Background: an optimization exercise with open tools, aiming at small area and a short achievable clock period. Do not read the settings as production practice.

==> run Z: inputs <==
## three_stage_mult
module three_stage_mult(input [15:0] a, input [15:0] b, output [31:0] out, input clk);
==> flow/config.mk <==
export PLATFORM = sky130hd
export DESIGN_NAME = three_stage_mult
export DESIGN_NICKNAME = three_stage_mult
export VERILOG_FILES = /design/flow/design.v
export SDC_FILE = /design/flow/constraint.sdc
export NUM_CORES = 4
export LEC_CHECK = 0
export CAP_MARGIN = 20
export CORE_MARGIN = 2
export CORE_UTILIZATION = 40
export CTS_BUF_LIST = sky130_fd_sc_hd__clkbuf_8
export CTS_CLUSTER_DIAMETER = 100
export CTS_CLUSTER_SIZE = 30
export SETUP_SLACK_MARGIN = 5
export SLEW_MARGIN = 20
export SYNTH_HIERARCHICAL = 1
==> flow/constraint.sdc <==
create_clock -name core_clock -period 8.0 [get_ports {clk}]
set_input_delay 1.6000 -clock core_clock [delete_from_list [all_inputs] [get_ports {clk}]]
set_output_delay 1.6000 -clock core_clock [all_outputs]
set_load 0.01 [all_outputs]
standard.sh (not shown) runs the stock make flow with config.mk's settings and CLKGATE_MAP_FILE= SYNTH_SCRIPT=/design/flow/synth_recipe.tcl, a recipe that flattens the netlist after the stock synthesis.
==> flow/flow/run.sh <==
#!/bin/bash
# Own layout flow: the standard synthesis and layout, except that the port
# buffers are plain buffers (buffer_ports -buffer_cell) rather than the delay
# buffers buffer_ports picks by default, clock tree synthesis adds no dummy loads,
# and timing repair aims at a larger setup margin. Each step's full output goes to
# its own log.
set -euo pipefail
bash standard.sh synth > flow_synth.log 2>&1
bash standard.sh "BUFFER_PORTS_ARGS=-buffer_cell sky130_fd_sc_hd__buf_2" \
  "CTS_ARGS=-sink_clustering_enable -repair_clock_nets -sink_clustering_size 30 -sink_clustering_max_diameter 100 -buf_list sky130_fd_sc_hd__clkbuf_8 -dont_use_dummy_load -root_buf sky130_fd_sc_hd__clkbuf_16" \
  SETUP_SLACK_MARGIN=5.6 finish > flow_layout.log 2>&1
==> run R: changes against run Z <==
--- a/flow/flow/run.sh
+++ b/flow/flow/run.sh
@@ -9,3 +9,3 @@
 bash standard.sh "BUFFER_PORTS_ARGS=-buffer_cell sky130_fd_sc_hd__buf_2" \
-  "CTS_ARGS=-sink_clustering_enable -repair_clock_nets -sink_clustering_size 30 -sink_clustering_max_diameter 100 -buf_list sky130_fd_sc_hd__clkbuf_8 -dont_use_dummy_load -root_buf sky130_fd_sc_hd__clkbuf_16" \
-  SETUP_SLACK_MARGIN=5.6 finish > flow_layout.log 2>&1
+  "CTS_ARGS=-sink_clustering_enable -repair_clock_nets -sink_clustering_size 30 -sink_clustering_max_diameter 100 -buf_list sky130_fd_sc_hd__clkbuf_8 -dont_use_dummy_load" \
+  SETUP_SLACK_MARGIN=5.5 finish > flow_layout.log 2>&1
==> run G: changes against run Z <==
==> flow/flow/run.sh (replaced) <==
#!/bin/bash
# Own layout flow: the standard synthesis and layout, except that
#  - after synthesis every combinational cell is set to its smallest drive strength
#    (flow/downsize.tcl); timing repair then sizes up the cells that need it,
#  - the port buffers are plain buffers (buffer_ports -buffer_cell) rather than the
#    delay buffers buffer_ports picks by default,
#  - clock tree synthesis adds no dummy loads,
#  - timing repair aims at a larger setup margin.
# Each step's full output goes to its own log in this folder.
set -euo pipefail
bash standard.sh synth > flow_synth.log 2>&1
DOWNSIZE_ODB=orfs/results/sky130hd/three_stage_mult/base/1_synth.odb \
  openroad -no_init -exit flow/downsize.tcl > flow_downsize.log 2>&1
bash standard.sh "BUFFER_PORTS_ARGS=-buffer_cell sky130_fd_sc_hd__buf_2" \
  "CTS_ARGS=-sink_clustering_enable -repair_clock_nets -sink_clustering_size 30 -sink_clustering_max_diameter 100 -buf_list sky130_fd_sc_hd__clkbuf_8 -dont_use_dummy_load" \
  SETUP_SLACK_MARGIN=5.5 finish > flow_layout.log 2>&1
==> flow/flow/downsize.tcl (new file) <==
# Replace every combinational cell of the synthesized netlist by the smallest cell of
# the same function (same name up to the drive-strength suffix), keeping flip-flops as
# they are. Timing repair later sizes up the cells on critical paths.
set odb_file $::env(DOWNSIZE_ODB)
read_db $odb_file
set db [ord::get_db]
set block [ord::get_db_block]
# smallest master per base name (area, then the larger drive on a tie)
array set best {}
foreach lib [$db getLibs] {
  foreach m [$lib getMasters] {
    set n [$m getName]
    if {![regexp {^(sky130_fd_sc_hd__[a-z0-9]+)_([0-9]+)$} $n -> base drv]} { continue }
    set a [expr {[$m getWidth] * [$m getHeight]}]
    if {![info exists best($base)]} { set best($base) [list $a $drv $m]; continue }
    lassign $best($base) ba bd bm
    if {$a < $ba || ($a == $ba && $drv > $bd)} { set best($base) [list $a $drv $m] }
  }
}
set n 0
foreach inst [$block getInsts] {
  set m [$inst getMaster]
  set name [$m getName]
  if {![regexp {^(sky130_fd_sc_hd__[a-z0-9]+)_([0-9]+)$} $name -> base drv]} { continue }
  if {[regexp {__(df|dl|sdf|edf|conb|clk|tap|fill|decap|diode)} $name]} { continue }
  set bm [lindex $best($base) 2]
  if {[$bm getName] ne $name && [expr {[$bm getWidth] * [$bm getHeight]}] < [expr {[$m getWidth] * [$m getHeight]}]} {
    if {[$inst swapMaster $bm]} { incr n }
  }
}
puts "downsized $n cells"
write_db $odb_file
==> flow_summary.ini <==
[floorplanning]
dieHeight_um = 153.3
initial_core_util_pct = 40.83
coreArea_um2 = 21820

[sta]
timing.fmax_mhz = 400.3

[setup_path]
r2r_setup_slack_ps = 5540
cp-endpoint = out[29]

[status]
outcome = complete, no violations

[clock_network]
insertion_delay_ps = 450
The numbers above come from run G.

==> flow_summary.ini <==
[setup_path]
cp-endpoint = out[30]
r2r_setup_slack_ps = 5550

[floorplanning]
coreArea_um2 = 24180
dieHeight_um = 160.4

[sta]
timing.fmax_mhz = 399.8

[drt]
post_drt_wl_per_cell_um = 18.69

[status]
outcome = complete, no violations

[power]
p_per_area_nw_per_um2 = 375.4
The numbers above come from run R.

==> flow_summary.ini <==
[setup_path]
cp-endpoint = out[26]
r2r_setup_slack_ps = 5590

[power]
p_seq_share_pct = 31.9

[final_layout]
multi_input_area_um2 = 6714

[floorplanning]
coreArea_um2 = 24180
initial_core_util_pct = 40.48

[clock_network]
insertion_delay_ps = 390

[status]
outcome = complete, no violations
The numbers above come from run Z.

No run of this note included a check of the RTL's function; only the layout flow was run.

static timing again, ports no longer ideal:
The results above use ideal ports. As a check the final layouts listed here were re-extracted and re-timed, cells and wires unchanged. Step 1 assumes that a clkbuf_16 drives the clock port and a buf_2 every other input. Step 2 times the ports against the registers' clock, not the clock port: input delays grow and output delays shrink by t, the midpoint of the rising clock arrivals with the driver on. Three values: ideal, step 1, step 2; two values: the first two.
run | t, ns | slack for setup (ns) | worst hold slack (ns) | worst setup path after step 2 | worst slew at a driven data input, ns
run Z | 0.417 | 5.577 / 5.531 / 5.199 | 0.358 / 0.358 / 0.358 | input to register | 0.04
run R | 0.479 | 5.499 / 5.460 / 5.105 | 0.320 / 0.320 / 0.320 | input to register | 0.04
run G | 0.472 | 5.502 / 5.460 / 5.142 | 0.351 / 0.351 / 0.351 | input to register | 0.03
After both steps setup and hold are still met in every run listed. For run R, which loses most, drivers alone change the setup slack by -0.039 ns; drivers and shift together by -0.394 ns.
